Background: an optimization exercise with open tools, aiming at small area and few clock cycles. Do not read the settings as production practice.
Function was not checked in any run shown here: the RTL went through the layout flow alone.

<file path="design/flow/run.sh">
#!/bin/bash
# synth_recipe.tcl (not shown) runs the flow's synth.tcl, then flattens the netlist and writes it again
# the make line also repeats each setting of config.mk as NAME=value (left out here)
make -C /OpenROAD-flow-scripts/flow DESIGN_CONFIG=/design/flow/config.mk WORK_HOME=/design/flow/orfs CLKGATE_MAP_FILE= SYNTH_SCRIPT=/design/flow/synth_recipe.tcl finish
</file>
<file path="design/flow/config.mk">
export PLATFORM = sky130hd
export DESIGN_NAME = alu
export DESIGN_NICKNAME = alu
export VERILOG_FILES = /design/flow/design.v
export SDC_FILE = /design/flow/constraint.sdc
export NUM_CORES = 4
export LEC_CHECK = 0
export ABC_AREA = 1
export CAP_MARGIN = 0
export CORE_MARGIN = 2
export CORE_UTILIZATION = 45
export CTS_BUF_LIST = sky130_fd_sc_hd__clkbuf_4
export SLEW_MARGIN = 0
</file>
<file path="design/flow/constraint.sdc">
create_clock -name core_clock -period 10.0 [get_ports {i_clk}]
set_input_delay 2.0000 -clock core_clock [delete_from_list [all_inputs] [get_ports {i_clk}]]
set_output_delay 2.0000 -clock core_clock [all_outputs]
set_load 0.01 [all_outputs]
</file>
<file path="design/flow/design.v">
module alu #(
	parameter INST_W = 4,
	parameter INT_W  = 6,
	parameter FRAC_W = 10,
	parameter DATA_W = INT_W + FRAC_W
)(
	input                      i_clk,
	input                      i_rst_n,
	input                      i_in_valid,
	output                     o_busy,
	input         [INST_W-1:0] i_inst,
	input  signed [DATA_W-1:0] i_data_a,
	input  signed [DATA_W-1:0] i_data_b,
	output                     o_out_valid,
	output        [DATA_W-1:0] o_data
);
	wire [15:0] a  = i_data_a;
	wire [15:0] b  = i_data_b;
	wire [3:0]  op = i_inst;
	wire res_v  = i_in_valid & ~(op[3] & (op[2] | op[1]));
	wire op_as  = (op == 4'd0) | (op == 4'd1);
	wire op_sub = (op == 4'd1);
	wire op_mul = (op == 4'd2);
	wire op_acc = (op == 4'd3);
	wire op_sp  = (op == 4'd4);
	wire op_ars = (op == 4'd6);
	wire op_rot = (op == 4'd7);
	wire op_sh  = op_ars | op_rot;
	reg  [19:0] acc_d [0:15];
	reg  [15:0] acc_v;
	wire [3:0]  idx = a[3:0];
	wire        acc_we = i_in_valid & op_acc;
	wire [15:0] acc_sel;
	genvar g;
	generate for (g = 0; g < 16; g = g + 1) begin : g_sel
		assign acc_sel[g] = op_acc & acc_v[g] & (idx == g);
	end endgenerate
	reg [19:0] acc_rd;
	integer k;
	always @(*) begin
		acc_rd = 20'd0;
		for (k = 0; k < 16; k = k + 1)
			acc_rd = acc_rd | ({20{acc_sel[k]}} & acc_d[k]);
	end
	wire [19:0] ad_x = acc_rd | ({20{op_as}} & {{4{a[15]}}, a});
	wire [19:0] ad_y = {{4{b[15]}}, b} ^ {20{op_sub}};
	wire [19:0] ad_s = ad_x + ad_y + {19'd0, op_sub};
	wire ad_ovf = ad_s[19] ? (ad_s[18:15] != 4'hF) : (ad_s[18:15] != 4'h0);
	wire [15:0] ad_res = ad_ovf ? {ad_s[19], {15{~ad_s[19]}}} : ad_s[15:0];
	always @(posedge i_clk or negedge i_rst_n)
		if (!i_rst_n)
			acc_v <= 16'd0;
		else if (acc_we)
			acc_v[idx] <= 1'b1;
	generate for (g = 0; g < 16; g = g + 1) begin : g_acc
		always @(posedge i_clk)
			if (acc_we && idx == g)
				acc_d[g] <= ad_s;
	end endgenerate
	wire [5:0] ai = a[15:10];
	wire sp_pass = ~ai[5] & (ai[4:1] != 4'd0);           
	wire sp_c0   = ~ai[5] & (ai[4:1] == 4'd0);           
	wire sp_c1   = (ai == 6'h3F);                        
	wire sp_c2   = (ai == 6'h3E);                        
	wire sp_c3   = (ai == 6'h3D);                        
	wire sp_d9   = sp_c2 | sp_c3;
	wire sp_any  = sp_c0 | sp_c1 | sp_c2 | sp_c3;
	wire [12:0] sp_f = sp_c0 ? {a[10], ~a[10], a[9:0], 1'b0} :
	                   sp_c1 ? {2'b00, 1'b1, a[9:0]} :
	                   sp_c2 ? {1'b0, a[9], ~a[9], a[8:0], 1'b0} :
	                           {3'b000, a[9:0]};
	wire [3:0] sh_s = b[3:0];
	wire [3:0] sh_t = op_ars ? (~sh_s + 4'd1) : sh_s;
	wire [17:0] mx_x = op_sp ? {2'b00, sp_d9 ? 16'hE38F : 16'hAAAB} : {a[15], a[15], a};
	wire [15:0] mx_y = op_sp ? {3'b000, sp_f} : b;
	wire [16:0] my_e = {mx_y, 1'b0};
	wire [7:0] mb_one, mb_two, mb_neg;
	generate for (g = 0; g < 8; g = g + 1) begin : g_booth
		wire y_one = my_e[2*g+1] ^ my_e[2*g];
		wire y_two = (my_e[2*g+2] & ~my_e[2*g+1] & ~my_e[2*g]) |
		             (~my_e[2*g+2] & my_e[2*g+1] & my_e[2*g]);
		wire t_hit = (sh_t[3:1] == g);
		assign mb_one[g] = op_sh ? (t_hit & ~sh_t[0]) : y_one;
		assign mb_two[g] = op_sh ? (t_hit & sh_t[0]) : y_two;
		assign mb_neg[g] = ~op_sh & my_e[2*g+2];
	end endgenerate
	wire mr_r9  = op_mul;
	wire mr_r16 = op_sp & ~sp_d9;
	wire mr_r18 = op_sp & sp_d9;
	wire mb_pp0_0 = ((mb_one[0] & mx_x[0]) | (mb_two[0] & 1'b0)) ^ mb_neg[0];
	wire mb_pp0_1 = ((mb_one[0] & mx_x[1]) | (mb_two[0] & mx_x[0])) ^ mb_neg[0];
	wire mb_pp0_2 = ((mb_one[0] & mx_x[2]) | (mb_two[0] & mx_x[1])) ^ mb_neg[0];
	wire mb_pp0_3 = ((mb_one[0] & mx_x[3]) | (mb_two[0] & mx_x[2])) ^ mb_neg[0];
	wire mb_pp0_4 = ((mb_one[0] & mx_x[4]) | (mb_two[0] & mx_x[3])) ^ mb_neg[0];
	wire mb_pp0_5 = ((mb_one[0] & mx_x[5]) | (mb_two[0] & mx_x[4])) ^ mb_neg[0];
	wire mb_pp0_6 = ((mb_one[0] & mx_x[6]) | (mb_two[0] & mx_x[5])) ^ mb_neg[0];
	wire mb_pp0_7 = ((mb_one[0] & mx_x[7]) | (mb_two[0] & mx_x[6])) ^ mb_neg[0];
	wire mb_pp0_8 = ((mb_one[0] & mx_x[8]) | (mb_two[0] & mx_x[7])) ^ mb_neg[0];
	wire mb_pp0_9 = ((mb_one[0] & mx_x[9]) | (mb_two[0] & mx_x[8])) ^ mb_neg[0];
	wire mb_pp0_10 = ((mb_one[0] & mx_x[10]) | (mb_two[0] & mx_x[9])) ^ mb_neg[0];
	wire mb_pp0_11 = ((mb_one[0] & mx_x[11]) | (mb_two[0] & mx_x[10])) ^ mb_neg[0];
	wire mb_pp0_12 = ((mb_one[0] & mx_x[12]) | (mb_two[0] & mx_x[11])) ^ mb_neg[0];
	wire mb_pp0_13 = ((mb_one[0] & mx_x[13]) | (mb_two[0] & mx_x[12])) ^ mb_neg[0];
	wire mb_pp0_14 = ((mb_one[0] & mx_x[14]) | (mb_two[0] & mx_x[13])) ^ mb_neg[0];
	wire mb_pp0_15 = ((mb_one[0] & mx_x[15]) | (mb_two[0] & mx_x[14])) ^ mb_neg[0];
	wire mb_pp0_16 = ((mb_one[0] & mx_x[16]) | (mb_two[0] & mx_x[15])) ^ mb_neg[0];
	wire mb_pp0_17 = ~(((mb_one[0] & mx_x[17]) | (mb_two[0] & mx_x[16])) ^ mb_neg[0]);
	wire mb_pp1_0 = ((mb_one[1] & mx_x[0]) | (mb_two[1] & 1'b0)) ^ mb_neg[1];
	wire mb_pp1_1 = ((mb_one[1] & mx_x[1]) | (mb_two[1] & mx_x[0])) ^ mb_neg[1];
	wire mb_pp1_2 = ((mb_one[1] & mx_x[2]) | (mb_two[1] & mx_x[1])) ^ mb_neg[1];
	wire mb_pp1_3 = ((mb_one[1] & mx_x[3]) | (mb_two[1] & mx_x[2])) ^ mb_neg[1];
	wire mb_pp1_4 = ((mb_one[1] & mx_x[4]) | (mb_two[1] & mx_x[3])) ^ mb_neg[1];
	wire mb_pp1_5 = ((mb_one[1] & mx_x[5]) | (mb_two[1] & mx_x[4])) ^ mb_neg[1];
	wire mb_pp1_6 = ((mb_one[1] & mx_x[6]) | (mb_two[1] & mx_x[5])) ^ mb_neg[1];
	wire mb_pp1_7 = ((mb_one[1] & mx_x[7]) | (mb_two[1] & mx_x[6])) ^ mb_neg[1];
	wire mb_pp1_8 = ((mb_one[1] & mx_x[8]) | (mb_two[1] & mx_x[7])) ^ mb_neg[1];
	wire mb_pp1_9 = ((mb_one[1] & mx_x[9]) | (mb_two[1] & mx_x[8])) ^ mb_neg[1];
	wire mb_pp1_10 = ((mb_one[1] & mx_x[10]) | (mb_two[1] & mx_x[9])) ^ mb_neg[1];
	wire mb_pp1_11 = ((mb_one[1] & mx_x[11]) | (mb_two[1] & mx_x[10])) ^ mb_neg[1];
	wire mb_pp1_12 = ((mb_one[1] & mx_x[12]) | (mb_two[1] & mx_x[11])) ^ mb_neg[1];
	wire mb_pp1_13 = ((mb_one[1] & mx_x[13]) | (mb_two[1] & mx_x[12])) ^ mb_neg[1];
	wire mb_pp1_14 = ((mb_one[1] & mx_x[14]) | (mb_two[1] & mx_x[13])) ^ mb_neg[1];
	wire mb_pp1_15 = ((mb_one[1] & mx_x[15]) | (mb_two[1] & mx_x[14])) ^ mb_neg[1];
	wire mb_pp1_16 = ((mb_one[1] & mx_x[16]) | (mb_two[1] & mx_x[15])) ^ mb_neg[1];
	wire mb_pp1_17 = ~(((mb_one[1] & mx_x[17]) | (mb_two[1] & mx_x[16])) ^ mb_neg[1]);
	wire mb_pp2_0 = ((mb_one[2] & mx_x[0]) | (mb_two[2] & 1'b0)) ^ mb_neg[2];
	wire mb_pp2_1 = ((mb_one[2] & mx_x[1]) | (mb_two[2] & mx_x[0])) ^ mb_neg[2];
	wire mb_pp2_2 = ((mb_one[2] & mx_x[2]) | (mb_two[2] & mx_x[1])) ^ mb_neg[2];
	wire mb_pp2_3 = ((mb_one[2] & mx_x[3]) | (mb_two[2] & mx_x[2])) ^ mb_neg[2];
	wire mb_pp2_4 = ((mb_one[2] & mx_x[4]) | (mb_two[2] & mx_x[3])) ^ mb_neg[2];
	wire mb_pp2_5 = ((mb_one[2] & mx_x[5]) | (mb_two[2] & mx_x[4])) ^ mb_neg[2];
	wire mb_pp2_6 = ((mb_one[2] & mx_x[6]) | (mb_two[2] & mx_x[5])) ^ mb_neg[2];
	wire mb_pp2_7 = ((mb_one[2] & mx_x[7]) | (mb_two[2] & mx_x[6])) ^ mb_neg[2];
	wire mb_pp2_8 = ((mb_one[2] & mx_x[8]) | (mb_two[2] & mx_x[7])) ^ mb_neg[2];
	wire mb_pp2_9 = ((mb_one[2] & mx_x[9]) | (mb_two[2] & mx_x[8])) ^ mb_neg[2];
	wire mb_pp2_10 = ((mb_one[2] & mx_x[10]) | (mb_two[2] & mx_x[9])) ^ mb_neg[2];
	wire mb_pp2_11 = ((mb_one[2] & mx_x[11]) | (mb_two[2] & mx_x[10])) ^ mb_neg[2];
	wire mb_pp2_12 = ((mb_one[2] & mx_x[12]) | (mb_two[2] & mx_x[11])) ^ mb_neg[2];
	wire mb_pp2_13 = ((mb_one[2] & mx_x[13]) | (mb_two[2] & mx_x[12])) ^ mb_neg[2];
	wire mb_pp2_14 = ((mb_one[2] & mx_x[14]) | (mb_two[2] & mx_x[13])) ^ mb_neg[2];
	wire mb_pp2_15 = ((mb_one[2] & mx_x[15]) | (mb_two[2] & mx_x[14])) ^ mb_neg[2];
	wire mb_pp2_16 = ((mb_one[2] & mx_x[16]) | (mb_two[2] & mx_x[15])) ^ mb_neg[2];
	wire mb_pp2_17 = ~(((mb_one[2] & mx_x[17]) | (mb_two[2] & mx_x[16])) ^ mb_neg[2]);
	wire mb_pp3_0 = ((mb_one[3] & mx_x[0]) | (mb_two[3] & 1'b0)) ^ mb_neg[3];
	wire mb_pp3_1 = ((mb_one[3] & mx_x[1]) | (mb_two[3] & mx_x[0])) ^ mb_neg[3];
	wire mb_pp3_2 = ((mb_one[3] & mx_x[2]) | (mb_two[3] & mx_x[1])) ^ mb_neg[3];
	wire mb_pp3_3 = ((mb_one[3] & mx_x[3]) | (mb_two[3] & mx_x[2])) ^ mb_neg[3];
	wire mb_pp3_4 = ((mb_one[3] & mx_x[4]) | (mb_two[3] & mx_x[3])) ^ mb_neg[3];
	wire mb_pp3_5 = ((mb_one[3] & mx_x[5]) | (mb_two[3] & mx_x[4])) ^ mb_neg[3];
	wire mb_pp3_6 = ((mb_one[3] & mx_x[6]) | (mb_two[3] & mx_x[5])) ^ mb_neg[3];
	wire mb_pp3_7 = ((mb_one[3] & mx_x[7]) | (mb_two[3] & mx_x[6])) ^ mb_neg[3];
	wire mb_pp3_8 = ((mb_one[3] & mx_x[8]) | (mb_two[3] & mx_x[7])) ^ mb_neg[3];
	wire mb_pp3_9 = ((mb_one[3] & mx_x[9]) | (mb_two[3] & mx_x[8])) ^ mb_neg[3];
	wire mb_pp3_10 = ((mb_one[3] & mx_x[10]) | (mb_two[3] & mx_x[9])) ^ mb_neg[3];
	wire mb_pp3_11 = ((mb_one[3] & mx_x[11]) | (mb_two[3] & mx_x[10])) ^ mb_neg[3];
	wire mb_pp3_12 = ((mb_one[3] & mx_x[12]) | (mb_two[3] & mx_x[11])) ^ mb_neg[3];
	wire mb_pp3_13 = ((mb_one[3] & mx_x[13]) | (mb_two[3] & mx_x[12])) ^ mb_neg[3];
	wire mb_pp3_14 = ((mb_one[3] & mx_x[14]) | (mb_two[3] & mx_x[13])) ^ mb_neg[3];
	wire mb_pp3_15 = ((mb_one[3] & mx_x[15]) | (mb_two[3] & mx_x[14])) ^ mb_neg[3];
	wire mb_pp3_16 = ((mb_one[3] & mx_x[16]) | (mb_two[3] & mx_x[15])) ^ mb_neg[3];
	wire mb_pp3_17 = ~(((mb_one[3] & mx_x[17]) | (mb_two[3] & mx_x[16])) ^ mb_neg[3]);
	wire mb_pp4_0 = ((mb_one[4] & mx_x[0]) | (mb_two[4] & 1'b0)) ^ mb_neg[4];
	wire mb_pp4_1 = ((mb_one[4] & mx_x[1]) | (mb_two[4] & mx_x[0])) ^ mb_neg[4];
	wire mb_pp4_2 = ((mb_one[4] & mx_x[2]) | (mb_two[4] & mx_x[1])) ^ mb_neg[4];
	wire mb_pp4_3 = ((mb_one[4] & mx_x[3]) | (mb_two[4] & mx_x[2])) ^ mb_neg[4];
	wire mb_pp4_4 = ((mb_one[4] & mx_x[4]) | (mb_two[4] & mx_x[3])) ^ mb_neg[4];
	wire mb_pp4_5 = ((mb_one[4] & mx_x[5]) | (mb_two[4] & mx_x[4])) ^ mb_neg[4];
	wire mb_pp4_6 = ((mb_one[4] & mx_x[6]) | (mb_two[4] & mx_x[5])) ^ mb_neg[4];
	wire mb_pp4_7 = ((mb_one[4] & mx_x[7]) | (mb_two[4] & mx_x[6])) ^ mb_neg[4];
	wire mb_pp4_8 = ((mb_one[4] & mx_x[8]) | (mb_two[4] & mx_x[7])) ^ mb_neg[4];
	wire mb_pp4_9 = ((mb_one[4] & mx_x[9]) | (mb_two[4] & mx_x[8])) ^ mb_neg[4];
	wire mb_pp4_10 = ((mb_one[4] & mx_x[10]) | (mb_two[4] & mx_x[9])) ^ mb_neg[4];
	wire mb_pp4_11 = ((mb_one[4] & mx_x[11]) | (mb_two[4] & mx_x[10])) ^ mb_neg[4];
	wire mb_pp4_12 = ((mb_one[4] & mx_x[12]) | (mb_two[4] & mx_x[11])) ^ mb_neg[4];
	wire mb_pp4_13 = ((mb_one[4] & mx_x[13]) | (mb_two[4] & mx_x[12])) ^ mb_neg[4];
	wire mb_pp4_14 = ((mb_one[4] & mx_x[14]) | (mb_two[4] & mx_x[13])) ^ mb_neg[4];
	wire mb_pp4_15 = ((mb_one[4] & mx_x[15]) | (mb_two[4] & mx_x[14])) ^ mb_neg[4];
	wire mb_pp4_16 = ((mb_one[4] & mx_x[16]) | (mb_two[4] & mx_x[15])) ^ mb_neg[4];
	wire mb_pp4_17 = ~(((mb_one[4] & mx_x[17]) | (mb_two[4] & mx_x[16])) ^ mb_neg[4]);
	wire mb_pp5_0 = ((mb_one[5] & mx_x[0]) | (mb_two[5] & 1'b0)) ^ mb_neg[5];
	wire mb_pp5_1 = ((mb_one[5] & mx_x[1]) | (mb_two[5] & mx_x[0])) ^ mb_neg[5];
	wire mb_pp5_2 = ((mb_one[5] & mx_x[2]) | (mb_two[5] & mx_x[1])) ^ mb_neg[5];
	wire mb_pp5_3 = ((mb_one[5] & mx_x[3]) | (mb_two[5] & mx_x[2])) ^ mb_neg[5];
	wire mb_pp5_4 = ((mb_one[5] & mx_x[4]) | (mb_two[5] & mx_x[3])) ^ mb_neg[5];
	wire mb_pp5_5 = ((mb_one[5] & mx_x[5]) | (mb_two[5] & mx_x[4])) ^ mb_neg[5];
	wire mb_pp5_6 = ((mb_one[5] & mx_x[6]) | (mb_two[5] & mx_x[5])) ^ mb_neg[5];
	wire mb_pp5_7 = ((mb_one[5] & mx_x[7]) | (mb_two[5] & mx_x[6])) ^ mb_neg[5];
	wire mb_pp5_8 = ((mb_one[5] & mx_x[8]) | (mb_two[5] & mx_x[7])) ^ mb_neg[5];
	wire mb_pp5_9 = ((mb_one[5] & mx_x[9]) | (mb_two[5] & mx_x[8])) ^ mb_neg[5];
	wire mb_pp5_10 = ((mb_one[5] & mx_x[10]) | (mb_two[5] & mx_x[9])) ^ mb_neg[5];
	wire mb_pp5_11 = ((mb_one[5] & mx_x[11]) | (mb_two[5] & mx_x[10])) ^ mb_neg[5];
	wire mb_pp5_12 = ((mb_one[5] & mx_x[12]) | (mb_two[5] & mx_x[11])) ^ mb_neg[5];
	wire mb_pp5_13 = ((mb_one[5] & mx_x[13]) | (mb_two[5] & mx_x[12])) ^ mb_neg[5];
	wire mb_pp5_14 = ((mb_one[5] & mx_x[14]) | (mb_two[5] & mx_x[13])) ^ mb_neg[5];
	wire mb_pp5_15 = ((mb_one[5] & mx_x[15]) | (mb_two[5] & mx_x[14])) ^ mb_neg[5];
	wire mb_pp5_16 = ((mb_one[5] & mx_x[16]) | (mb_two[5] & mx_x[15])) ^ mb_neg[5];
	wire mb_pp5_17 = ~(((mb_one[5] & mx_x[17]) | (mb_two[5] & mx_x[16])) ^ mb_neg[5]);
	wire mb_pp6_0 = ((mb_one[6] & mx_x[0]) | (mb_two[6] & 1'b0)) ^ mb_neg[6];
	wire mb_pp6_1 = ((mb_one[6] & mx_x[1]) | (mb_two[6] & mx_x[0])) ^ mb_neg[6];
	wire mb_pp6_2 = ((mb_one[6] & mx_x[2]) | (mb_two[6] & mx_x[1])) ^ mb_neg[6];
	wire mb_pp6_3 = ((mb_one[6] & mx_x[3]) | (mb_two[6] & mx_x[2])) ^ mb_neg[6];
	wire mb_pp6_4 = ((mb_one[6] & mx_x[4]) | (mb_two[6] & mx_x[3])) ^ mb_neg[6];
	wire mb_pp6_5 = ((mb_one[6] & mx_x[5]) | (mb_two[6] & mx_x[4])) ^ mb_neg[6];
	wire mb_pp6_6 = ((mb_one[6] & mx_x[6]) | (mb_two[6] & mx_x[5])) ^ mb_neg[6];
	wire mb_pp6_7 = ((mb_one[6] & mx_x[7]) | (mb_two[6] & mx_x[6])) ^ mb_neg[6];
	wire mb_pp6_8 = ((mb_one[6] & mx_x[8]) | (mb_two[6] & mx_x[7])) ^ mb_neg[6];
	wire mb_pp6_9 = ((mb_one[6] & mx_x[9]) | (mb_two[6] & mx_x[8])) ^ mb_neg[6];
	wire mb_pp6_10 = ((mb_one[6] & mx_x[10]) | (mb_two[6] & mx_x[9])) ^ mb_neg[6];
	wire mb_pp6_11 = ((mb_one[6] & mx_x[11]) | (mb_two[6] & mx_x[10])) ^ mb_neg[6];
	wire mb_pp6_12 = ((mb_one[6] & mx_x[12]) | (mb_two[6] & mx_x[11])) ^ mb_neg[6];
	wire mb_pp6_13 = ((mb_one[6] & mx_x[13]) | (mb_two[6] & mx_x[12])) ^ mb_neg[6];
	wire mb_pp6_14 = ((mb_one[6] & mx_x[14]) | (mb_two[6] & mx_x[13])) ^ mb_neg[6];
	wire mb_pp6_15 = ((mb_one[6] & mx_x[15]) | (mb_two[6] & mx_x[14])) ^ mb_neg[6];
	wire mb_pp6_16 = ((mb_one[6] & mx_x[16]) | (mb_two[6] & mx_x[15])) ^ mb_neg[6];
	wire mb_pp6_17 = ~(((mb_one[6] & mx_x[17]) | (mb_two[6] & mx_x[16])) ^ mb_neg[6]);
	wire mb_pp7_0 = ((mb_one[7] & mx_x[0]) | (mb_two[7] & 1'b0)) ^ mb_neg[7];
	wire mb_pp7_1 = ((mb_one[7] & mx_x[1]) | (mb_two[7] & mx_x[0])) ^ mb_neg[7];
	wire mb_pp7_2 = ((mb_one[7] & mx_x[2]) | (mb_two[7] & mx_x[1])) ^ mb_neg[7];
	wire mb_pp7_3 = ((mb_one[7] & mx_x[3]) | (mb_two[7] & mx_x[2])) ^ mb_neg[7];
	wire mb_pp7_4 = ((mb_one[7] & mx_x[4]) | (mb_two[7] & mx_x[3])) ^ mb_neg[7];
	wire mb_pp7_5 = ((mb_one[7] & mx_x[5]) | (mb_two[7] & mx_x[4])) ^ mb_neg[7];
	wire mb_pp7_6 = ((mb_one[7] & mx_x[6]) | (mb_two[7] & mx_x[5])) ^ mb_neg[7];
	wire mb_pp7_7 = ((mb_one[7] & mx_x[7]) | (mb_two[7] & mx_x[6])) ^ mb_neg[7];
	wire mb_pp7_8 = ((mb_one[7] & mx_x[8]) | (mb_two[7] & mx_x[7])) ^ mb_neg[7];
	wire mb_pp7_9 = ((mb_one[7] & mx_x[9]) | (mb_two[7] & mx_x[8])) ^ mb_neg[7];
	wire mb_pp7_10 = ((mb_one[7] & mx_x[10]) | (mb_two[7] & mx_x[9])) ^ mb_neg[7];
	wire mb_pp7_11 = ((mb_one[7] & mx_x[11]) | (mb_two[7] & mx_x[10])) ^ mb_neg[7];
	wire mb_pp7_12 = ((mb_one[7] & mx_x[12]) | (mb_two[7] & mx_x[11])) ^ mb_neg[7];
	wire mb_pp7_13 = ((mb_one[7] & mx_x[13]) | (mb_two[7] & mx_x[12])) ^ mb_neg[7];
	wire mb_pp7_14 = ((mb_one[7] & mx_x[14]) | (mb_two[7] & mx_x[13])) ^ mb_neg[7];
	wire mb_pp7_15 = ((mb_one[7] & mx_x[15]) | (mb_two[7] & mx_x[14])) ^ mb_neg[7];
	wire mb_pp7_16 = ((mb_one[7] & mx_x[16]) | (mb_two[7] & mx_x[15])) ^ mb_neg[7];
	wire mb_pp7_17 = ~(((mb_one[7] & mx_x[17]) | (mb_two[7] & mx_x[16])) ^ mb_neg[7]);
	wire mt_s1 = mb_neg[5] ^ mb_pp0_10;
	wire mt_c1 = mb_neg[5] & mb_pp0_10;
	wire mt_s2 = mb_pp0_11 ^ mb_pp1_9;
	wire mt_c2 = mb_pp0_11 & mb_pp1_9;
	wire mt_s3 = mb_neg[6] ^ mb_pp0_12 ^ mb_pp1_10;
	wire mt_c3 = (mb_neg[6] & mb_pp0_12) | (mb_neg[6] & mb_pp1_10) | (mb_pp0_12 & mb_pp1_10);
	wire mt_s4 = mb_pp2_8 ^ mb_pp3_6;
	wire mt_c4 = mb_pp2_8 & mb_pp3_6;
	wire mt_s5 = mb_pp0_13 ^ mb_pp1_11 ^ mb_pp2_9;
	wire mt_c5 = (mb_pp0_13 & mb_pp1_11) | (mb_pp0_13 & mb_pp2_9) | (mb_pp1_11 & mb_pp2_9);
	wire mt_s6 = mb_pp3_7 ^ mb_pp4_5;
	wire mt_c6 = mb_pp3_7 & mb_pp4_5;
	wire mt_s7 = mb_neg[7] ^ mb_pp0_14 ^ mb_pp1_12;
	wire mt_c7 = (mb_neg[7] & mb_pp0_14) | (mb_neg[7] & mb_pp1_12) | (mb_pp0_14 & mb_pp1_12);
	wire mt_s8 = mb_pp2_10 ^ mb_pp3_8 ^ mb_pp4_6;
	wire mt_c8 = (mb_pp2_10 & mb_pp3_8) | (mb_pp2_10 & mb_pp4_6) | (mb_pp3_8 & mb_pp4_6);
	wire mt_s9 = mb_pp5_4 ^ mb_pp6_2;
	wire mt_c9 = mb_pp5_4 & mb_pp6_2;
	wire mt_s10 = mb_pp0_15 ^ mb_pp1_13 ^ mb_pp2_11;
	wire mt_c10 = (mb_pp0_15 & mb_pp1_13) | (mb_pp0_15 & mb_pp2_11) | (mb_pp1_13 & mb_pp2_11);
	wire mt_s11 = mb_pp3_9 ^ mb_pp4_7 ^ mb_pp5_5;
	wire mt_c11 = (mb_pp3_9 & mb_pp4_7) | (mb_pp3_9 & mb_pp5_5) | (mb_pp4_7 & mb_pp5_5);
	wire mt_s12 = mb_pp6_3 ^ mb_pp7_1;
	wire mt_c12 = mb_pp6_3 & mb_pp7_1;
	wire mt_s13 = mr_r16 ^ mb_pp0_16 ^ mb_pp1_14;
	wire mt_c13 = (mr_r16 & mb_pp0_16) | (mr_r16 & mb_pp1_14) | (mb_pp0_16 & mb_pp1_14);
	wire mt_s14 = mb_pp2_12 ^ mb_pp3_10 ^ mb_pp4_8;
	wire mt_c14 = (mb_pp2_12 & mb_pp3_10) | (mb_pp2_12 & mb_pp4_8) | (mb_pp3_10 & mb_pp4_8);
	wire mt_s15 = mb_pp5_6 ^ mb_pp6_4 ^ mb_pp7_2;
	wire mt_c15 = (mb_pp5_6 & mb_pp6_4) | (mb_pp5_6 & mb_pp7_2) | (mb_pp6_4 & mb_pp7_2);
	wire mt_s16 = 1'b1 ^ mb_pp0_17 ^ mb_pp1_15;
	wire mt_c16 = (1'b1 & mb_pp0_17) | (1'b1 & mb_pp1_15) | (mb_pp0_17 & mb_pp1_15);
	wire mt_s17 = mb_pp2_13 ^ mb_pp3_11 ^ mb_pp4_9;
	wire mt_c17 = (mb_pp2_13 & mb_pp3_11) | (mb_pp2_13 & mb_pp4_9) | (mb_pp3_11 & mb_pp4_9);
	wire mt_s18 = mb_pp5_7 ^ mb_pp6_5 ^ mb_pp7_3;
	wire mt_c18 = (mb_pp5_7 & mb_pp6_5) | (mb_pp5_7 & mb_pp7_3) | (mb_pp6_5 & mb_pp7_3);
	wire mt_s19 = ~mr_r18 ^ mb_pp1_16 ^ mb_pp2_14;
	wire mt_c19 = (~mr_r18 & mb_pp1_16) | (~mr_r18 & mb_pp2_14) | (mb_pp1_16 & mb_pp2_14);
	wire mt_s20 = mb_pp3_12 ^ mb_pp4_10 ^ mb_pp5_8;
	wire mt_c20 = (mb_pp3_12 & mb_pp4_10) | (mb_pp3_12 & mb_pp5_8) | (mb_pp4_10 & mb_pp5_8);
	wire mt_s21 = mb_pp6_6 ^ mb_pp7_4;
	wire mt_c21 = mb_pp6_6 & mb_pp7_4;
	wire mt_s22 = mr_r18 ^ mb_pp1_17 ^ mb_pp2_15;
	wire mt_c22 = (mr_r18 & mb_pp1_17) | (mr_r18 & mb_pp2_15) | (mb_pp1_17 & mb_pp2_15);
	wire mt_s23 = mb_pp3_13 ^ mb_pp4_11 ^ mb_pp5_9;
	wire mt_c23 = (mb_pp3_13 & mb_pp4_11) | (mb_pp3_13 & mb_pp5_9) | (mb_pp4_11 & mb_pp5_9);
	wire mt_s24 = mb_pp6_7 ^ mb_pp7_5;
	wire mt_c24 = mb_pp6_7 & mb_pp7_5;
	wire mt_s25 = 1'b1 ^ mb_pp2_16 ^ mb_pp3_14;
	wire mt_c25 = (1'b1 & mb_pp2_16) | (1'b1 & mb_pp3_14) | (mb_pp2_16 & mb_pp3_14);
	wire mt_s26 = mb_pp4_12 ^ mb_pp5_10 ^ mb_pp6_8;
	wire mt_c26 = (mb_pp4_12 & mb_pp5_10) | (mb_pp4_12 & mb_pp6_8) | (mb_pp5_10 & mb_pp6_8);
	wire mt_s27 = mb_pp2_17 ^ mb_pp3_15 ^ mb_pp4_13;
	wire mt_c27 = (mb_pp2_17 & mb_pp3_15) | (mb_pp2_17 & mb_pp4_13) | (mb_pp3_15 & mb_pp4_13);
	wire mt_s28 = 1'b1 ^ mb_pp3_16;
	wire mt_c28 = 1'b1 & mb_pp3_16;
	wire mt_s29 = mb_neg[3] ^ mb_pp0_6;
	wire mt_c29 = mb_neg[3] & mb_pp0_6;
	wire mt_s30 = mb_pp0_7 ^ mb_pp1_5;
	wire mt_c30 = mb_pp0_7 & mb_pp1_5;
	wire mt_s31 = mb_neg[4] ^ mb_pp0_8 ^ mb_pp1_6;
	wire mt_c31 = (mb_neg[4] & mb_pp0_8) | (mb_neg[4] & mb_pp1_6) | (mb_pp0_8 & mb_pp1_6);
	wire mt_s32 = mb_pp2_4 ^ mb_pp3_2;
	wire mt_c32 = mb_pp2_4 & mb_pp3_2;
	wire mt_s33 = mr_r9 ^ mb_pp0_9 ^ mb_pp1_7;
	wire mt_c33 = (mr_r9 & mb_pp0_9) | (mr_r9 & mb_pp1_7) | (mb_pp0_9 & mb_pp1_7);
	wire mt_s34 = mb_pp2_5 ^ mb_pp3_3 ^ mb_pp4_1;
	wire mt_c34 = (mb_pp2_5 & mb_pp3_3) | (mb_pp2_5 & mb_pp4_1) | (mb_pp3_3 & mb_pp4_1);
	wire mt_s35 = mb_pp1_8 ^ mb_pp2_6 ^ mb_pp3_4;
	wire mt_c35 = (mb_pp1_8 & mb_pp2_6) | (mb_pp1_8 & mb_pp3_4) | (mb_pp2_6 & mb_pp3_4);
	wire mt_s36 = mb_pp4_2 ^ mb_pp5_0 ^ mt_s1;
	wire mt_c36 = (mb_pp4_2 & mb_pp5_0) | (mb_pp4_2 & mt_s1) | (mb_pp5_0 & mt_s1);
	wire mt_s37 = mb_pp2_7 ^ mb_pp3_5 ^ mb_pp4_3;
	wire mt_c37 = (mb_pp2_7 & mb_pp3_5) | (mb_pp2_7 & mb_pp4_3) | (mb_pp3_5 & mb_pp4_3);
	wire mt_s38 = mb_pp5_1 ^ mt_c1 ^ mt_s2;
	wire mt_c38 = (mb_pp5_1 & mt_c1) | (mb_pp5_1 & mt_s2) | (mt_c1 & mt_s2);
	wire mt_s39 = mb_pp4_4 ^ mb_pp5_2 ^ mb_pp6_0;
	wire mt_c39 = (mb_pp4_4 & mb_pp5_2) | (mb_pp4_4 & mb_pp6_0) | (mb_pp5_2 & mb_pp6_0);
	wire mt_s40 = mt_c2 ^ mt_s4 ^ mt_s3;
	wire mt_c40 = (mt_c2 & mt_s4) | (mt_c2 & mt_s3) | (mt_s4 & mt_s3);
	wire mt_s41 = mb_pp5_3 ^ mb_pp6_1 ^ mt_c4;
	wire mt_c41 = (mb_pp5_3 & mb_pp6_1) | (mb_pp5_3 & mt_c4) | (mb_pp6_1 & mt_c4);
	wire mt_s42 = mt_s6 ^ mt_c3 ^ mt_s5;
	wire mt_c42 = (mt_s6 & mt_c3) | (mt_s6 & mt_s5) | (mt_c3 & mt_s5);
	wire mt_s43 = mb_pp7_0 ^ mt_c6 ^ mt_s9;
	wire mt_c43 = (mb_pp7_0 & mt_c6) | (mb_pp7_0 & mt_s9) | (mt_c6 & mt_s9);
	wire mt_s44 = mt_c5 ^ mt_s7 ^ mt_s8;
	wire mt_c44 = (mt_c5 & mt_s7) | (mt_c5 & mt_s8) | (mt_s7 & mt_s8);
	wire mt_s45 = mt_c9 ^ mt_s12 ^ mt_c7;
	wire mt_c45 = (mt_c9 & mt_s12) | (mt_c9 & mt_c7) | (mt_s12 & mt_c7);
	wire mt_s46 = mt_c8 ^ mt_s10 ^ mt_s11;
	wire mt_c46 = (mt_c8 & mt_s10) | (mt_c8 & mt_s11) | (mt_s10 & mt_s11);
	wire mt_s47 = mt_c12 ^ mt_c10 ^ mt_c11;
	wire mt_c47 = (mt_c12 & mt_c10) | (mt_c12 & mt_c11) | (mt_c10 & mt_c11);
	wire mt_s48 = mt_s13 ^ mt_s14 ^ mt_s15;
	wire mt_c48 = (mt_s13 & mt_s14) | (mt_s13 & mt_s15) | (mt_s14 & mt_s15);
	wire mt_s49 = mt_c13 ^ mt_c14 ^ mt_c15;
	wire mt_c49 = (mt_c13 & mt_c14) | (mt_c13 & mt_c15) | (mt_c14 & mt_c15);
	wire mt_s50 = mt_s16 ^ mt_s17 ^ mt_s18;
	wire mt_c50 = (mt_s16 & mt_s17) | (mt_s16 & mt_s18) | (mt_s17 & mt_s18);
	wire mt_s51 = mt_s21 ^ mt_c16 ^ mt_c17;
	wire mt_c51 = (mt_s21 & mt_c16) | (mt_s21 & mt_c17) | (mt_c16 & mt_c17);
	wire mt_s52 = mt_c18 ^ mt_s19 ^ mt_s20;
	wire mt_c52 = (mt_c18 & mt_s19) | (mt_c18 & mt_s20) | (mt_s19 & mt_s20);
	wire mt_s53 = mt_c21 ^ mt_s24 ^ mt_c19;
	wire mt_c53 = (mt_c21 & mt_s24) | (mt_c21 & mt_c19) | (mt_s24 & mt_c19);
	wire mt_s54 = mt_c20 ^ mt_s22 ^ mt_s23;
	wire mt_c54 = (mt_c20 & mt_s22) | (mt_c20 & mt_s23) | (mt_s22 & mt_s23);
	wire mt_s55 = mb_pp7_6 ^ mt_c24 ^ mt_c22;
	wire mt_c55 = (mb_pp7_6 & mt_c24) | (mb_pp7_6 & mt_c22) | (mt_c24 & mt_c22);
	wire mt_s56 = mt_c23 ^ mt_s25 ^ mt_s26;
	wire mt_c56 = (mt_c23 & mt_s25) | (mt_c23 & mt_s26) | (mt_s25 & mt_s26);
	wire mt_s57 = mb_pp5_11 ^ mb_pp6_9 ^ mb_pp7_7;
	wire mt_c57 = (mb_pp5_11 & mb_pp6_9) | (mb_pp5_11 & mb_pp7_7) | (mb_pp6_9 & mb_pp7_7);
	wire mt_s58 = mt_c25 ^ mt_c26 ^ mt_s27;
	wire mt_c58 = (mt_c25 & mt_c26) | (mt_c25 & mt_s27) | (mt_c26 & mt_s27);
	wire mt_s59 = mb_pp4_14 ^ mb_pp5_12 ^ mb_pp6_10;
	wire mt_c59 = (mb_pp4_14 & mb_pp5_12) | (mb_pp4_14 & mb_pp6_10) | (mb_pp5_12 & mb_pp6_10);
	wire mt_s60 = mb_pp7_8 ^ mt_s28 ^ mt_c27;
	wire mt_c60 = (mb_pp7_8 & mt_s28) | (mb_pp7_8 & mt_c27) | (mt_s28 & mt_c27);
	wire mt_s61 = mb_pp3_17 ^ mb_pp4_15 ^ mb_pp5_13;
	wire mt_c61 = (mb_pp3_17 & mb_pp4_15) | (mb_pp3_17 & mb_pp5_13) | (mb_pp4_15 & mb_pp5_13);
	wire mt_s62 = mb_pp6_11 ^ mb_pp7_9 ^ mt_c28;
	wire mt_c62 = (mb_pp6_11 & mb_pp7_9) | (mb_pp6_11 & mt_c28) | (mb_pp7_9 & mt_c28);
	wire mt_s63 = 1'b1 ^ mb_pp4_16 ^ mb_pp5_14;
	wire mt_c63 = (1'b1 & mb_pp4_16) | (1'b1 & mb_pp5_14) | (mb_pp4_16 & mb_pp5_14);
	wire mt_s64 = mb_pp6_12 ^ mb_pp7_10;
	wire mt_c64 = mb_pp6_12 & mb_pp7_10;
	wire mt_s65 = mb_pp4_17 ^ mb_pp5_15 ^ mb_pp6_13;
	wire mt_c65 = (mb_pp4_17 & mb_pp5_15) | (mb_pp4_17 & mb_pp6_13) | (mb_pp5_15 & mb_pp6_13);
	wire mt_s66 = 1'b1 ^ mb_pp5_16;
	wire mt_c66 = 1'b1 & mb_pp5_16;
	wire mt_s67 = mb_neg[2] ^ mb_pp0_4;
	wire mt_c67 = mb_neg[2] & mb_pp0_4;
	wire mt_s68 = mb_pp0_5 ^ mb_pp1_3;
	wire mt_c68 = mb_pp0_5 & mb_pp1_3;
	wire mt_s69 = mb_pp1_4 ^ mb_pp2_2 ^ mb_pp3_0;
	wire mt_c69 = (mb_pp1_4 & mb_pp2_2) | (mb_pp1_4 & mb_pp3_0) | (mb_pp2_2 & mb_pp3_0);
	wire mt_s70 = mb_pp2_3 ^ mb_pp3_1 ^ mt_c29;
	wire mt_c70 = (mb_pp2_3 & mb_pp3_1) | (mb_pp2_3 & mt_c29) | (mb_pp3_1 & mt_c29);
	wire mt_s71 = mb_pp4_0 ^ mt_c30 ^ mt_s32;
	wire mt_c71 = (mb_pp4_0 & mt_c30) | (mb_pp4_0 & mt_s32) | (mt_c30 & mt_s32);
	wire mt_s72 = mt_c32 ^ mt_c31 ^ mt_s33;
	wire mt_c72 = (mt_c32 & mt_c31) | (mt_c32 & mt_s33) | (mt_c31 & mt_s33);
	wire mt_s73 = mt_c33 ^ mt_c34 ^ mt_s35;
	wire mt_c73 = (mt_c33 & mt_c34) | (mt_c33 & mt_s35) | (mt_c34 & mt_s35);
	wire mt_s74 = mt_c35 ^ mt_s37 ^ mt_c36;
	wire mt_c74 = (mt_c35 & mt_s37) | (mt_c35 & mt_c36) | (mt_s37 & mt_c36);
	wire mt_s75 = mt_c37 ^ mt_s39 ^ mt_c38;
	wire mt_c75 = (mt_c37 & mt_s39) | (mt_c37 & mt_c38) | (mt_s39 & mt_c38);
	wire mt_s76 = mt_c39 ^ mt_s41 ^ mt_c40;
	wire mt_c76 = (mt_c39 & mt_s41) | (mt_c39 & mt_c40) | (mt_s41 & mt_c40);
	wire mt_s77 = mt_c41 ^ mt_s43 ^ mt_c42;
	wire mt_c77 = (mt_c41 & mt_s43) | (mt_c41 & mt_c42) | (mt_s43 & mt_c42);
	wire mt_s78 = mt_c43 ^ mt_c44 ^ mt_s45;
	wire mt_c78 = (mt_c43 & mt_c44) | (mt_c43 & mt_s45) | (mt_c44 & mt_s45);
	wire mt_s79 = mt_c45 ^ mt_c46 ^ mt_s47;
	wire mt_c79 = (mt_c45 & mt_c46) | (mt_c45 & mt_s47) | (mt_c46 & mt_s47);
	wire mt_s80 = mt_c47 ^ mt_c48 ^ mt_s49;
	wire mt_c80 = (mt_c47 & mt_c48) | (mt_c47 & mt_s49) | (mt_c48 & mt_s49);
	wire mt_s81 = mt_c49 ^ mt_c50 ^ mt_s51;
	wire mt_c81 = (mt_c49 & mt_c50) | (mt_c49 & mt_s51) | (mt_c50 & mt_s51);
	wire mt_s82 = mt_c51 ^ mt_c52 ^ mt_s53;
	wire mt_c82 = (mt_c51 & mt_c52) | (mt_c51 & mt_s53) | (mt_c52 & mt_s53);
	wire mt_s83 = mt_c53 ^ mt_c54 ^ mt_s55;
	wire mt_c83 = (mt_c53 & mt_c54) | (mt_c53 & mt_s55) | (mt_c54 & mt_s55);
	wire mt_s84 = mt_s57 ^ mt_c55 ^ mt_c56;
	wire mt_c84 = (mt_s57 & mt_c55) | (mt_s57 & mt_c56) | (mt_c55 & mt_c56);
	wire mt_s85 = mt_c57 ^ mt_s59 ^ mt_c58;
	wire mt_c85 = (mt_c57 & mt_s59) | (mt_c57 & mt_c58) | (mt_s59 & mt_c58);
	wire mt_s86 = mt_c59 ^ mt_s61 ^ mt_s62;
	wire mt_c86 = (mt_c59 & mt_s61) | (mt_c59 & mt_s62) | (mt_s61 & mt_s62);
	wire mt_s87 = mt_s64 ^ mt_c61 ^ mt_s63;
	wire mt_c87 = (mt_s64 & mt_c61) | (mt_s64 & mt_s63) | (mt_c61 & mt_s63);
	wire mt_s88 = mb_pp7_11 ^ mt_c64 ^ mt_c63;
	wire mt_c88 = (mb_pp7_11 & mt_c64) | (mb_pp7_11 & mt_c63) | (mt_c64 & mt_c63);
	wire mt_s89 = mb_pp6_14 ^ mb_pp7_12 ^ mt_s66;
	wire mt_c89 = (mb_pp6_14 & mb_pp7_12) | (mb_pp6_14 & mt_s66) | (mb_pp7_12 & mt_s66);
	wire mt_s90 = mb_pp5_17 ^ mb_pp6_15 ^ mb_pp7_13;
	wire mt_c90 = (mb_pp5_17 & mb_pp6_15) | (mb_pp5_17 & mb_pp7_13) | (mb_pp6_15 & mb_pp7_13);
	wire mt_s91 = 1'b1 ^ mb_pp6_16;
	wire mt_c91 = 1'b1 & mb_pp6_16;
	wire mt_s92 = mb_neg[1] ^ mb_pp0_2;
	wire mt_c92 = mb_neg[1] & mb_pp0_2;
	wire mt_s93 = mb_pp0_3 ^ mb_pp1_1;
	wire mt_c93 = mb_pp0_3 & mb_pp1_1;
	wire mt_s94 = mb_pp1_2 ^ mb_pp2_0 ^ mt_s67;
	wire mt_c94 = (mb_pp1_2 & mb_pp2_0) | (mb_pp1_2 & mt_s67) | (mb_pp2_0 & mt_s67);
	wire mt_s95 = mb_pp2_1 ^ mt_c67 ^ mt_s68;
	wire mt_c95 = (mb_pp2_1 & mt_c67) | (mb_pp2_1 & mt_s68) | (mt_c67 & mt_s68);
	wire mt_s96 = mt_c68 ^ mt_s29 ^ mt_s69;
	wire mt_c96 = (mt_c68 & mt_s29) | (mt_c68 & mt_s69) | (mt_s29 & mt_s69);
	wire mt_s97 = mt_s30 ^ mt_c69 ^ mt_s70;
	wire mt_c97 = (mt_s30 & mt_c69) | (mt_s30 & mt_s70) | (mt_c69 & mt_s70);
	wire mt_s98 = mt_s31 ^ mt_c70 ^ mt_s71;
	wire mt_c98 = (mt_s31 & mt_c70) | (mt_s31 & mt_s71) | (mt_c70 & mt_s71);
	wire mt_s99 = mt_s34 ^ mt_c71 ^ mt_s72;
	wire mt_c99 = (mt_s34 & mt_c71) | (mt_s34 & mt_s72) | (mt_c71 & mt_s72);
	wire mt_s100 = mt_s36 ^ mt_c72 ^ mt_s73;
	wire mt_c100 = (mt_s36 & mt_c72) | (mt_s36 & mt_s73) | (mt_c72 & mt_s73);
	wire mt_s101 = mt_s38 ^ mt_c73 ^ mt_s74;
	wire mt_c101 = (mt_s38 & mt_c73) | (mt_s38 & mt_s74) | (mt_c73 & mt_s74);
	wire mt_s102 = mt_s40 ^ mt_c74 ^ mt_s75;
	wire mt_c102 = (mt_s40 & mt_c74) | (mt_s40 & mt_s75) | (mt_c74 & mt_s75);
	wire mt_s103 = mt_s42 ^ mt_c75 ^ mt_s76;
	wire mt_c103 = (mt_s42 & mt_c75) | (mt_s42 & mt_s76) | (mt_c75 & mt_s76);
	wire mt_s104 = mt_s44 ^ mt_c76 ^ mt_s77;
	wire mt_c104 = (mt_s44 & mt_c76) | (mt_s44 & mt_s77) | (mt_c76 & mt_s77);
	wire mt_s105 = mt_s46 ^ mt_c77 ^ mt_s78;
	wire mt_c105 = (mt_s46 & mt_c77) | (mt_s46 & mt_s78) | (mt_c77 & mt_s78);
	wire mt_s106 = mt_s48 ^ mt_c78 ^ mt_s79;
	wire mt_c106 = (mt_s48 & mt_c78) | (mt_s48 & mt_s79) | (mt_c78 & mt_s79);
	wire mt_s107 = mt_s50 ^ mt_c79 ^ mt_s80;
	wire mt_c107 = (mt_s50 & mt_c79) | (mt_s50 & mt_s80) | (mt_c79 & mt_s80);
	wire mt_s108 = mt_s52 ^ mt_c80 ^ mt_s81;
	wire mt_c108 = (mt_s52 & mt_c80) | (mt_s52 & mt_s81) | (mt_c80 & mt_s81);
	wire mt_s109 = mt_s54 ^ mt_c81 ^ mt_s82;
	wire mt_c109 = (mt_s54 & mt_c81) | (mt_s54 & mt_s82) | (mt_c81 & mt_s82);
	wire mt_s110 = mt_s56 ^ mt_c82 ^ mt_s83;
	wire mt_c110 = (mt_s56 & mt_c82) | (mt_s56 & mt_s83) | (mt_c82 & mt_s83);
	wire mt_s111 = mt_s58 ^ mt_c83 ^ mt_s84;
	wire mt_c111 = (mt_s58 & mt_c83) | (mt_s58 & mt_s84) | (mt_c83 & mt_s84);
	wire mt_s112 = mt_s60 ^ mt_c84 ^ mt_s85;
	wire mt_c112 = (mt_s60 & mt_c84) | (mt_s60 & mt_s85) | (mt_c84 & mt_s85);
	wire mt_s113 = mt_c60 ^ mt_s86 ^ mt_c85;
	wire mt_c113 = (mt_c60 & mt_s86) | (mt_c60 & mt_c85) | (mt_s86 & mt_c85);
	wire mt_s114 = mt_c62 ^ mt_s87 ^ mt_c86;
	wire mt_c114 = (mt_c62 & mt_s87) | (mt_c62 & mt_c86) | (mt_s87 & mt_c86);
	wire mt_s115 = mt_s65 ^ mt_c87 ^ mt_s88;
	wire mt_c115 = (mt_s65 & mt_c87) | (mt_s65 & mt_s88) | (mt_c87 & mt_s88);
	wire mt_s116 = mt_c65 ^ mt_s89 ^ mt_c88;
	wire mt_c116 = (mt_c65 & mt_s89) | (mt_c65 & mt_c88) | (mt_s89 & mt_c88);
	wire mt_s117 = mt_c66 ^ mt_s90 ^ mt_c89;
	wire mt_c117 = (mt_c66 & mt_s90) | (mt_c66 & mt_c89) | (mt_s90 & mt_c89);
	wire mt_s118 = mb_pp7_14 ^ mt_s91 ^ mt_c90;
	wire mt_c118 = (mb_pp7_14 & mt_s91) | (mb_pp7_14 & mt_c90) | (mt_s91 & mt_c90);
	wire mt_s119 = mb_pp6_17 ^ mb_pp7_15 ^ mt_c91;
	wire mt_c119 = (mb_pp6_17 & mb_pp7_15) | (mb_pp6_17 & mt_c91) | (mb_pp7_15 & mt_c91);
	wire mt_s120 = 1'b1 ^ mb_pp7_16;
	wire mt_c120 = 1'b1 & mb_pp7_16;
	wire [31:0] mp_s = {mt_c120, mt_c119, mt_c118, mt_c117, mt_c116, mt_c115, mt_c114, mt_c113, mt_c112, mt_c111, mt_c110, mt_c109, mt_c108, mt_c107, mt_c106, mt_c105, mt_c104, mt_c103, mt_c102, mt_c101, mt_c100, mt_c99, mt_c98, mt_c97, mt_c96, mt_c95, mt_c94, mt_c93, mt_c92, mt_s92, mb_pp0_1, mb_neg[0]};
	wire [31:0] mp_c = {mb_pp7_17, mt_s120, mt_s119, mt_s118, mt_s117, mt_s116, mt_s115, mt_s114, mt_s113, mt_s112, mt_s111, mt_s110, mt_s109, mt_s108, mt_s107, mt_s106, mt_s105, mt_s104, mt_s103, mt_s102, mt_s101, mt_s100, mt_s99, mt_s98, mt_s97, mt_s96, mt_s95, mt_s94, mt_s93, mb_pp1_0, 1'b0, mb_pp0_0};
	wire [31:0] pr = mp_s + mp_c;
	wire mul_ovf = pr[31] ? (pr[30:25] != 6'h3F) : (pr[30:25] != 6'h00);
	wire [15:0] mul_res = mul_ovf ? {pr[31], {15{~pr[31]}}} : pr[25:10];
	wire [10:0] sp_q = sp_d9 ? pr[29:19] : pr[27:17];
	wire [15:0] sp_res = sp_pass ? a : {5'd0, sp_q & {11{sp_any}}};
	wire b_hi = (b[15:4] != 12'd0);
	reg [15:0] rot_mask;
	integer j;
	always @(*)
		for (j = 0; j < 16; j = j + 1)
			rot_mask[j] = (j < sh_s);
	wire rot_zero = b_hi & ((b[15:5] != 11'd0) | (b[3:0] != 4'd0));  
	wire [15:0] rot_res = rot_zero ? 16'd0 : (pr[15:0] | (pr[31:16] & rot_mask));
	wire [15:0] ars_res = b_hi ? {16{a[15]}} : ((sh_s == 4'd0) ? pr[15:0] : pr[31:16]);
	function [4:0] f_clz;
		input [15:0] x;
		integer i;
		begin
			f_clz = 5'd16;
			for (i = 0; i < 16; i = i + 1)
				if (x[i]) f_clz = 5'd15 - i;
		end
	endfunction
	wire [4:0] clz = f_clz(a);
	function [15:0] f_rev;
		input [15:0] x, y;
		integer i;
		begin
			f_rev = 16'd0;
			for (i = 0; i < 13; i = i + 1)
				f_rev[i] = (x[i +: 4] == y[(15 - i) -: 4]);
		end
	endfunction
	wire [15:0] rev_res = f_rev(a, b);
	function [15:0] f_res;
		input [3:0] o;
		input [15:0] r_ad, r_mul, r_sp, r_xor, r_ars, r_rot, r_clz, r_rev;
		case (o)
			4'd0, 4'd1, 4'd3: f_res = r_ad;
			4'd2: f_res = r_mul;
			4'd4: f_res = r_sp;
			4'd5: f_res = r_xor;
			4'd6: f_res = r_ars;
			4'd7: f_res = r_rot;
			4'd8: f_res = r_clz;
			4'd9: f_res = r_rev;
			default: f_res = 16'd0;
		endcase
	endfunction
	wire [15:0] res = f_res(op, ad_res, mul_res, sp_res, a ^ b, ars_res, rot_res,
	                        {11'd0, clz}, rev_res);
	reg        out_v_r;
	reg [15:0] out_d_r;
	always @(posedge i_clk or negedge i_rst_n)
		if (!i_rst_n)
			out_v_r <= 1'b0;
		else
			out_v_r <= res_v;
	always @(posedge i_clk)
		out_d_r <= res;
	assign o_busy      = 1'b0;
	assign o_out_valid = out_v_r;
	assign o_data      = out_d_r;
endmodule
</file>
==> results of run 1 <==
[state kept, by name, indices dropped and copies added, names as in the netlist]
| register | cells |
|---|---|
| acc_d | 320 |
| acc_v | 16 |
| out_d_r | 16 |
| out_v_r | 1 |
[routing by layer]
metal	up-vias	share of wire
met5	-	0.00022
met4	4	0.053
met3	250	0.076
met2	1123	0.48
met1	10800	0.39
li1	10000	-
[through the flow]
stage | std cells | util | hold slack, ns | setup slack [ns]
floorplan | 2754 | - | 0.423 | 1.65
global placement | 3624 | 0.499 | 0.455 | 0.319
detailed placement | 3624 | 0.499 | 0.463 | 0.303
CTS | 3774 | 0.520 | 0.482 | 1.19
global route | 3777 | 0.520 | 0.491 | 0.639
finish | 3779 | 0.520 | 0.479 | 1.01
[worst max path at each step]
stage | start | slack [ns] | cells after the start | end
2_1_floorplan | i_data_a[13] | 1.65 | 34 | out_d_r[4]
3_3_place_gp | i_data_a[12] | 0.32 | 35 | out_d_r[6]
3_5_place_dp | i_data_a[12] | 0.30 | 35 | out_d_r[6]
4_1_cts | i_data_a[12] | 1.19 | 35 | out_d_r[6]
5_1_grt | i_data_a[12] | 0.64 | 36 | out_d_r[6]
6_report | i_data_a[12] | 1.01 | 35 | out_d_r[6]
[worst reg2reg max path: cells and delay by family (launching register included)]
kind | cells | cell delay, ns
AOI/OAI and AO/OA | 7 | 1.86
adders and majority gates | 1 | 0.53
buffers and inverters | 2 | 0.39
DFF | 1 | 0.37
and+or+nand+nor | 15 | 2.67
[cells by family after synthesis]
| logic type | Yosys count | synth area share |
|---|---|---|
| other | 1 | 0.000150 |
| xor gates and xnor gates | 225 | 0.0786 |
| AOI/OAI and AO/OA | 542 | 0.141 |
| adders and majority gates | 176 | 0.117 |
| buffers and inverters | 446 | 0.0705 |
| DFF | 353 | 0.413 |
| and+or+nand+nor | 1011 | 0.180 |
[placed cells by master (no fill, tap or decap), types with 7 or more instances in the layout]
master             n
clkbuf_4         123
dfrtp_1           17
nand2_1          475
clkinv_1          26
fa_1              98
o21ai_0          106
nand2_2           29
a21oi_1          107
nor2_1           215
o22ai_1          134
a211oi_1          11
a31oi_1           12
xor2_1           167
nor2_4             8
a22oi_1           12
inv_1            303
buf_4            180
nor3_1            30
a21o_1            11
a22o_1            24
edfxtp_1         320
xnor2_1           58
o21bai_1          12
o211ai_1          14
o21a_1             8
nand3_1          135
nor4_1             9
inv_2             19
nor2_2            26
a221oi_1          48
nand3_2           11
clkdlybuf4s50_1   55
a2111oi_0          7
dfxtp_1           16
nand4_1           43
ha_1              78
[cell type report]
class                   count  share of cell area
flip-flops and latches    353               0.361
repair buffers            236              0.0671
inverters                 332              0.0437
diodes                      5            0.000437
clock buffers             123              0.0322
clock inverters            27             0.00790
well taps                 748              0.0327
multi-input cells        1955               0.455
==> results.sh, run 1 <==
export IMPL_status="finished clean"
export IMPL_hold_end="acc_v[7]"
export IMPL_postCtsHoldBufs=0
export IMPL_die_h_um=240
export IMPL_synth_cells=2754
export IMPL_drc=0
export IMPL_startpoint_type="input port"
export IMPL_crit_required_ns=10.74
export IMPL_fmax_mhz=111
export IMPL_critPathMaxStageDelay_ns=0.82
export IMPL_first_iter_violations=2273
export IMPL_grt_antenna_before_repair=7
export IMPL_start_util=0.455
export IMPL_cts_tree="built"
export IMPL_synthFlopType="edfxtp_1"
export IMPL_wl_per_cell_um=26.2
export IMPL_yosysTopAreaCellShare=0.383
export IMPL_die_width_um=240
export IMPL_worst_path_most_repeated_cell="nand2_1"
export IMPL_critical_path_class="input port to register"
export IMPL_crit_path_end_kind="register"
export IMPL_grt_ovfl_total=0
export IMPL_grt_pass1_wl_um=144000
export IMPL_drive_above_1_share=0.143
export IMPL_synth_seq_cells=353
export IMPL_drt_wl_total_um=99200
export IMPL_multi_input_area_um2=13000
export IMPL_crit_fanout=18
export IMPL_rr_startpoint="acc_v[5]"
export IMPL_synth_nets=2969
export IMPL_cts_buffers=91
export IMPL_met3_usage=0.0519
export IMPL_portBuffers=55
export IMPL_synth_area_leader_cell="edfxtp_1"
export IMPL_final_hold_viol_count=0
export IMPL_use_met1=0.438
export IMPL_clockBufferDepth=3
export IMPL_rows=86
export IMPL_io_pins=57
export IMPL_cts_htree_levels=3
export IMPL_dr_pass1_iters=6
export IMPL_worst_r2r_setup_slack_ns=4.10
export IMPL_reg2reg_depth=25
export IMPL_yosysWarnings=2
export IMPL_seq_area_um2=10400
export IMPL_avgSynthCellArea_um2=9.10
export IMPL_worst_pin_slew_ns=0.997
export IMPL_worstHoldPathType="register to register"
export IMPL_relSlewSlack=0.330
export IMPL_syn_to_final_growth_pct=14.3
export IMPL_fin_area_um2=28600
export IMPL_core_area_um2=55100
export IMPL_synth_cell_types=72
export IMPL_detailed_place_hpwl_um=74800
export IMPL_yosys_top_cells_count="nand2_1 (475), edfxtp_1 (320), inv_1 (303)"
export IMPL_hp_start="acc_v[7]"
export IMPL_synth_area_leaders="edfxtp_1 (38%), fa_1 (7.8%), nand2_1 (7.1%)"
export IMPL_rr_endpoint="out_d_r[10]"
export IMPL_min_path_cells=1
export IMPL_post_cts_resized=0
export IMPL_place_congestion=1.03
export IMPL_grt_busiest_layer="met2"
export IMPL_grt_pass1_vias=21700
export IMPL_viasPerCell=5.88
export IMPL_fin_crit_sh=0.899
export IMPL_fin_crit_ns=8.99
export IMPL_postCtsSetupBuffers=0
export IMPL_syn_area_um2=25100
export IMPL_num_vias=22200
export IMPL_synth_edff_count=320
export IMPL_cp_arrival_ns=9.72
export IMPL_path_clk_slew_ns=0.08
export IMPL_ant_nets=0
export IMPL_fin_tns_setup_ns=0
export IMPL_cts_sinks=353
export IMPL_grt_use_met2=0.589
export IMPL_setup_viol=0
export IMPL_die_area_um2=57600
export IMPL_cap_violations=0
export IMPL_finalMaxSlewViolations=0
export IMPL_grt_max_degree=22
export IMPL_yosysMostFrequentCell="nand2_1"
export IMPL_path_buf_inv=6
export IMPL_slowest_stage="clkdlybuf4s50_1"
export IMPL_rsz0062_at_grt="no"
export IMPL_clockRootBuffer="clkbuf_4"
export IMPL_skew_ns=0.0784
export IMPL_grt_usage=0.347
export IMPL_cp_top_family="adder cells"
export IMPL_synthArstFlopShare=0.0482
export IMPL_seq_area_frac_synth=0.413
export IMPL_fill_cells=5287
export IMPL_clock_latency_ns=0.85
export IMPL_nets=3184
export IMPL_place_area_um2=27500
==> run 2, diff against run 1 <==
--- a/design/flow/config.mk
+++ b/design/flow/config.mk
@@ -6,5 +6,4 @@
 export NUM_CORES = 4
 export LEC_CHECK = 0
-export ABC_AREA = 1
 export CAP_MARGIN = 0
 export CORE_MARGIN = 2
==> results.sh, run 2 <==
export IMPL_largestRegisters="acc_d (320), acc_v (16), out_d_r (16)"
export IMPL_synthArstFlopShare=0.0482
export IMPL_cts_htree_levels=3
export IMPL_layout_common_cells="buf_4 (353), edfxtp_1 (320), xnor2_1 (168), inv_1 (132), nand2_1 (128)"
export IMPL_yosysWarnings=2
export IMPL_crit_path_end_kind="register"
export IMPL_fin_cells=3470
export IMPL_regMostFlops="acc_d"
export IMPL_portBuffers=55
export IMPL_synthFlopType="edfxtp_1"
export IMPL_grt_ovfl_total=0
export IMPL_synth_cell_types=97
export IMPL_dpl_cell_count=3315
export IMPL_rsz0062_at_grt="no"
export IMPL_grt_pass1_vias=22000
export IMPL_start_util=0.457
export IMPL_die_width_um=238
export IMPL_clockBufferDepth=3
export IMPL_rr_startpoint="acc_v[14]"
export IMPL_postCtsSetupBuffers=0
export IMPL_grt_max_degree=32
export IMPL_grt_antenna_before_repair=5
export IMPL_synth_edff_count=320
export IMPL_ant_nets=0
export IMPL_largest_reg_flops=320
export IMPL_detailed_place_hpwl_um=76600
export IMPL_nets=2923
export IMPL_rows=85
export IMPL_place_congestion=1.02
export IMPL_path_clk_slew_ns=0.06
export IMPL_cts_sinks=353
export IMPL_wl_per_cell_um=29.4
export IMPL_drc=0
export IMPL_grt_usage=0.359
export IMPL_crit_fanout=14
export IMPL_drive_above_1_share=0.210
export IMPL_avgSynthCellArea_um2=10.5
export IMPL_core_area_um2=54000
export IMPL_num_vias=22100
export IMPL_skew_ns=0.0575
export IMPL_worstHoldPathType="register to register"
export IMPL_cts_buffers=87
export IMPL_clock_latency_ns=0.84
export IMPL_drt_wl_total_um=102000
export IMPL_fin_tns_setup_ns=0
export IMPL_dr_pass1_iters=8
export IMPL_worst_r2r_setup_slack_ns=3.71
export IMPL_worst_path_most_repeated_cell="fa_1"
export IMPL_relSlewSlack=0.232
export IMPL_synth_seq_cells=353
export IMPL_syn_to_final_growth_pct=20.2
export IMPL_viasPerCell=6.38
export IMPL_cap_violations=0
export IMPL_yosysTopAreaCellShare=0.389
export IMPL_dp_slack_ns=-0.539
export IMPL_startpoint_type="input port"
export IMPL_synth_nets=2557
export IMPL_first_iter_violations=2463
export IMPL_worst_pin_slew_ns=1.15
export IMPL_cp_arrival_ns=10.31
export IMPL_fin_crit_sh=0.966
export IMPL_yosysMostFrequentCell="edfxtp_1"
export IMPL_status="finished clean"
export IMPL_fmax_mhz=104
export IMPL_synth_cells=2342
export IMPL_hold_end="acc_v[10]"
export IMPL_synth_area_leader_cell="edfxtp_1"
export IMPL_grt_pass1_wl_um=148000
export IMPL_finalMaxSlewViolations=0
export IMPL_io_pins=57
export IMPL_yosys_top_cells_count="edfxtp_1 (320), xnor2_1 (174), nor2_1 (137)"
export IMPL_final_hold_viol_count=0
export IMPL_die_area_um2=56800
export IMPL_setup_ws_ns=0.343
export IMPL_fill_cells=4905
export IMPL_critPathMaxStageDelay_ns=0.63
export IMPL_fin_crit_ns=9.66
export IMPL_critical_path_class="input port to register"
export IMPL_rr_endpoint="out_d_r[2]"
export IMPL_hp_start="acc_v[10]"
export IMPL_seq_area_frac_synth=0.419
export IMPL_crit_required_ns=10.66
export IMPL_cts_tree="built"
export IMPL_min_path_cells=1
export IMPL_synth_area_leaders="edfxtp_1 (39%), fa_1 (7.9%), xnor2_1 (6.2%)"
export IMPL_final_common_cell="buf_4"
export IMPL_reg2reg_depth=19
export IMPL_slowest_stage="or4b_4"
export IMPL_die_h_um=238
export IMPL_syn_area_um2=24700
export IMPL_clockRootBuffer="clkbuf_4"
export IMPL_setup_viol=0
-- run 2: cell count changes in the layout (fill, tap and decap cells not counted), sizes merged, moves of 101 or more --
cell	delta
a22oi	+108
buf	+183
inv	-186
nand2	-378
nand3	-101
nor2	-114
xnor2	+116
-- run 2: how the worst max path moves through the flow --
stage / startpoint / endpoint / slack, ns / cells past startpoint
detailed placement: i_data_a[13] / out_d_r[5] / -0.54 / 31
floorplan: i_data_a[11] / out_d_r[13] / 0.1 / 32
CTS: i_data_a[11] / out_d_r[5] / 0.33 / 31
global placement: i_data_a[11] / out_d_r[5] / -0.41 / 31
finish: i_data_a[13] / out_d_r[5] / 0.34 / 31
global route: i_data_a[15] / out_d_r[11] / 0.01 / 29
-- run 2: cell families (layout without fill, tap and decap cells) --
family,Yosys count,count (layout),synth area share
fa+ha+maj,176,176,0.119
simple gates,523,523,0.106
flops,353,353,0.419
xor+xnor,257,257,0.0912
other cells,1,2,0.000152
mux,15,15,0.00669
buf+inv,280,711,0.0441
compound gates,737,737,0.213
-- run 2: cell type report --
type	instances	area, um2	area share
clock buffer	126	946	0.0319
sequential	353	10400	0.349
tap	696	871	0.0293
clock inverter	28	174	0.00586
multi-input combinational	1709	13400	0.451
inverter	138	518	0.0175
antenna	1	2.50	0.0000843
timing repair buffer	419	3420	0.115
-- run 2: per-layer routing --
layer	GRT usage	up-vias	routed length [um]
li1	-	9662	-
met1	0.453	11000	39300
met2	0.589	1225	47900
met3	0.0630	297	8720
met4	0.196	6	6050
met5	0	-	31
-- run 2: what timing repair did --
action	4_1_cts	5_1_grt
endpoints found under the setup margin	0	14
hold buffers	0	0
resized for setup	0	3
-- run 2: through the flow --
stage	area [um2]	util	hold slack [ns]
after CTS	29700	0.549	0.461
after global routing	29700	0.549	0.480
final	29700	0.549	0.459
after global placement	28500	0.528	0.439
after floorplan	24700	-	0.420
after detailed placement	28500	0.528	0.438
-- run 2: worst max-delay path, delay by kind of cell --
kind                       cells  cell delay [ns]
AOI/OAI and AO/OA             10             2.67
muxes                          1             0.18
xor gates and xnor gates       1             0.23
adders and majority gates      5             2.39
buffers and inverters          5             1.26
and+or+nand+nor                9             1.60

-- port drivers added, routing unchanged --
The flow's constraints put no driver on any port. The routed layouts listed below were extracted and timed again, unchanged, in two steps. Step 1, drivers: a clkbuf_16 drives i_clk and a buf_2 each remaining input, both assumed. Step 2 times the ports against the registers' clock, not the clock port: input delays grow and output delays shrink by t, the midpoint of the rising clock arrivals with the driver on. Slacks: ideal / step 1 / step 2; pairs: ideal / step 1.
run | t, ns | setup WS [ns] | worst hold slack (ns) | pins driven straight from the clock port
run 1 | 0.859 | 1.014 / 0.945 / 0.087 | 0.479 / 0.479 / 0.479 | 1
run 2 | 0.858 | 0.343 / 0.363 / -0.495 | 0.459 / 0.459 / 0.459 | 1
Met with ideal ports but missed after step 2: setup timing in run 2. For run 1, which loses most, drivers alone change the setup slack by -0.069 ns; drivers and shift together by -0.927 ns.
